Background: an optimization exercise with open tools, aiming at small area. Do not read the settings as production practice. Function was checked by simulation only, so behaviour that the tests miss may differ from the original. Power is estimated from default activity; no workload was simulated.

==> flow/design.v (excerpt) <==
module fifo_32x32 (
    input  logic        clk_i,
    input  logic        rst_n_i,
    input  logic        flush_i,
    output logic        full_o,
    output logic        empty_o,
    output logic [ 5:0] cnt_o,
    input  logic [31:0] dat_i,
    input  logic        push_i,
    output logic [31:0] dat_o,
    input  logic        pop_i
);
Size: ~1700 cells after synthesis, roughly 1000 flip-flops, about 77 I/O pins, roughly 36000 um2 of cells after synthesis.
clock: 5.0 ns
lec_check: 0
cap_margin: 20
core_margin: 2
core_utilization: 65
place_density: 0.8
slew_margin: 20
synth_hierarchical: 1
standard.sh (not shown) runs the stock make flow with config.mk's settings and CLKGATE_MAP_FILE= SYNTH_SCRIPT=/design/flow/synth_recipe.tcl, a recipe that flattens the netlist after the stock synthesis.
==> flow/flow/run.sh <==
#!/bin/bash
# Standard ORFS layout. Synthesis runs unchanged; the later steps use a
# lighter clock tree (no dummy loads, clkbuf_8 only), the smallest buffer on
# the ports, and no buffers above buf_4 for repairs.
set -euo pipefail
bash standard.sh synth > standard_synth.log 2>&1
DU="sky130_fd_sc_hd__probe_p_8 sky130_fd_sc_hd__probec_p_8 sky130_fd_sc_hd__lpflow_bleeder_1 sky130_fd_sc_hd__lpflow_clkbufkapwr_1 sky130_fd_sc_hd__lpflow_clkbufkapwr_16 sky130_fd_sc_hd__lpflow_clkbufkapwr_2 sky130_fd_sc_hd__lpflow_clkbufkapwr_4 sky130_fd_sc_hd__lpflow_clkbufkapwr_8 sky130_fd_sc_hd__lpflow_clkinvkapwr_1 sky130_fd_sc_hd__lpflow_clkinvkapwr_16 sky130_fd_sc_hd__lpflow_clkinvkapwr_2 sky130_fd_sc_hd__lpflow_clkinvkapwr_4 sky130_fd_sc_hd__lpflow_clkinvkapwr_8 sky130_fd_sc_hd__lpflow_decapkapwr_12 sky130_fd_sc_hd__lpflow_decapkapwr_3 sky130_fd_sc_hd__lpflow_decapkapwr_4 sky130_fd_sc_hd__lpflow_decapkapwr_6 sky130_fd_sc_hd__lpflow_decapkapwr_8 sky130_fd_sc_hd__lpflow_inputiso0n_1 sky130_fd_sc_hd__lpflow_inputiso0p_1 sky130_fd_sc_hd__lpflow_inputiso1n_1 sky130_fd_sc_hd__lpflow_inputiso1p_1 sky130_fd_sc_hd__lpflow_inputisolatch_1 sky130_fd_sc_hd__lpflow_isobufsrc_1 sky130_fd_sc_hd__lpflow_isobufsrc_16 sky130_fd_sc_hd__lpflow_isobufsrc_2 sky130_fd_sc_hd__lpflow_isobufsrc_4 sky130_fd_sc_hd__lpflow_isobufsrc_8 sky130_fd_sc_hd__lpflow_isobufsrckapwr_16 sky130_fd_sc_hd__lpflow_lsbuf_lh_hl_isowell_tap_1 sky130_fd_sc_hd__lpflow_lsbuf_lh_hl_isowell_tap_2 sky130_fd_sc_hd__lpflow_lsbuf_lh_hl_isowell_tap_4 sky130_fd_sc_hd__lpflow_lsbuf_lh_isowell_4 sky130_fd_sc_hd__lpflow_lsbuf_lh_isowell_tap_1 sky130_fd_sc_hd__lpflow_lsbuf_lh_isowell_tap_2 sky130_fd_sc_hd__lpflow_lsbuf_lh_isowell_tap_4 sky130_fd_sc_hd__fill_1 sky130_fd_sc_hd__fill_2 sky130_fd_sc_hd__fill_4 sky130_fd_sc_hd__fill_8  sky130_fd_sc_hd__buf_6 sky130_fd_sc_hd__buf_8 sky130_fd_sc_hd__buf_12 sky130_fd_sc_hd__buf_16 sky130_fd_sc_hd__bufbuf_8 sky130_fd_sc_hd__bufbuf_16"
bash standard.sh \
  "DONT_USE_CELLS=$DU" \
  "CTS_ARGS=-sink_clustering_enable -repair_clock_nets -dont_use_dummy_load -buf_list sky130_fd_sc_hd__clkbuf_8 -sink_clustering_size 20 -sink_clustering_max_diameter 60" \
  "BUFFER_PORTS_ARGS=-buffer_cell sky130_fd_sc_hd__buf_1" \
  finish > standard.log 2>&1
==> next run, changes <==
--- a/flow/flow/run.sh
+++ b/flow/flow/run.sh
@@ -10 +10 @@
-  "CTS_ARGS=-sink_clustering_enable -repair_clock_nets -dont_use_dummy_load -buf_list sky130_fd_sc_hd__clkbuf_8 -sink_clustering_size 20 -sink_clustering_max_diameter 60" \
+  "CTS_ARGS=-sink_clustering_enable -repair_clock_nets -dont_use_dummy_load -buf_list sky130_fd_sc_hd__clkbuf_8 -sink_clustering_size 18 -sink_clustering_max_diameter 60" \
--- a/flow/config.mk
+++ b/flow/config.mk
@@ -10 +10 @@
-export CORE_UTILIZATION = 65
+export CORE_UTILIZATION = 70
=> Area after synthesis stays the same. Design area is about the same. Worst setup slack gets better by 0.017 ns. Sequential share of layout area is about the same. Cell count goes down by 1.2%. Utilization is higher by 5.4 points.
==> next run, changes <==
--- a/flow/flow/run.sh
+++ b/flow/flow/run.sh
@@ -10 +10 @@
-  "CTS_ARGS=-sink_clustering_enable -repair_clock_nets -dont_use_dummy_load -buf_list sky130_fd_sc_hd__clkbuf_8 -sink_clustering_size 18 -sink_clustering_max_diameter 60" \
+  "CTS_ARGS=-sink_clustering_enable -repair_clock_nets -dont_use_dummy_load -buf_list sky130_fd_sc_hd__clkbuf_8 -sink_clustering_size 20 -sink_clustering_max_diameter 60" \
--- a/flow/config.mk
+++ b/flow/config.mk
@@ -10,0 +11 @@
+export GPL_ROUTABILITY_DRIVEN = 0
The changed run ran to the end with no violations.
Power fell by 0.53%.
Routed wire length goes down by 0.31%.
Setup slack is worse by 0.0041 ns.
==> next run, changes <==
--- a/flow/config.mk
+++ b/flow/config.mk
@@ -11 +10,0 @@
-export GPL_ROUTABILITY_DRIVEN = 0
- The changed run went through all stages and came out clean
- wire length came out higher by 0.89%
- power drops by 0.45%
- global-route usage rose by 0.36 points
- worst setup slack gets better by 0.031 ns
- first-iteration DRC count falls by 2.7%
- cell area hardly moves
- clock skew goes down by 0.011 ns
- hold slack is better by 0.022 ns
- cell count stays flat
==> next run, changes <==
--- a/flow/config.mk
+++ b/flow/config.mk
@@ -11 +11 @@
-export PLACE_DENSITY = 0.8
+export PLACE_DENSITY = 0.75
Effect: The new run produced a clean layout; worst hold slack is worse by 0.021 ns; clock skew went up by 0.018 ns; setup slack gets worse by 0.023 ns; core utilization increases by 0.37 points; die area stays the same.

[static timing again, ports no longer ideal]
In the flow no input, the clock included, has a driving cell. The finished layouts below were timed again as built, in two steps. Step 1, drivers: a clkbuf_16 drives clk_i and a buf_2 each remaining input, both assumed. Step 2 times the ports against the registers' clock, not the clock port: input delays grow and output delays shrink by t, the midpoint of the rising clock arrivals with the driver on. Slacks: no drivers / after step 1 / after step 2; pairs: no drivers / after step 1.
| run | t (ns) | setup WS [ns] | worst data-port slew with drivers (ns) |
|---|---|---|---|
| the first run | 0.740 | 0.097 / 0.041 / 0.781 | 0.06 |
| the second run | 0.696 | 0.113 / 0.064 / 0.760 | 0.04 |
| the third run | 0.750 | 0.109 / 0.057 / 0.808 | 0.03 |
| the fourth run | 0.747 | 0.140 / 0.092 / 0.839 | 0.04 |
| the fifth run | 0.747 | 0.117 / 0.064 / 0.811 | 0.03 |
After both steps every run listed still meets setup and hold.
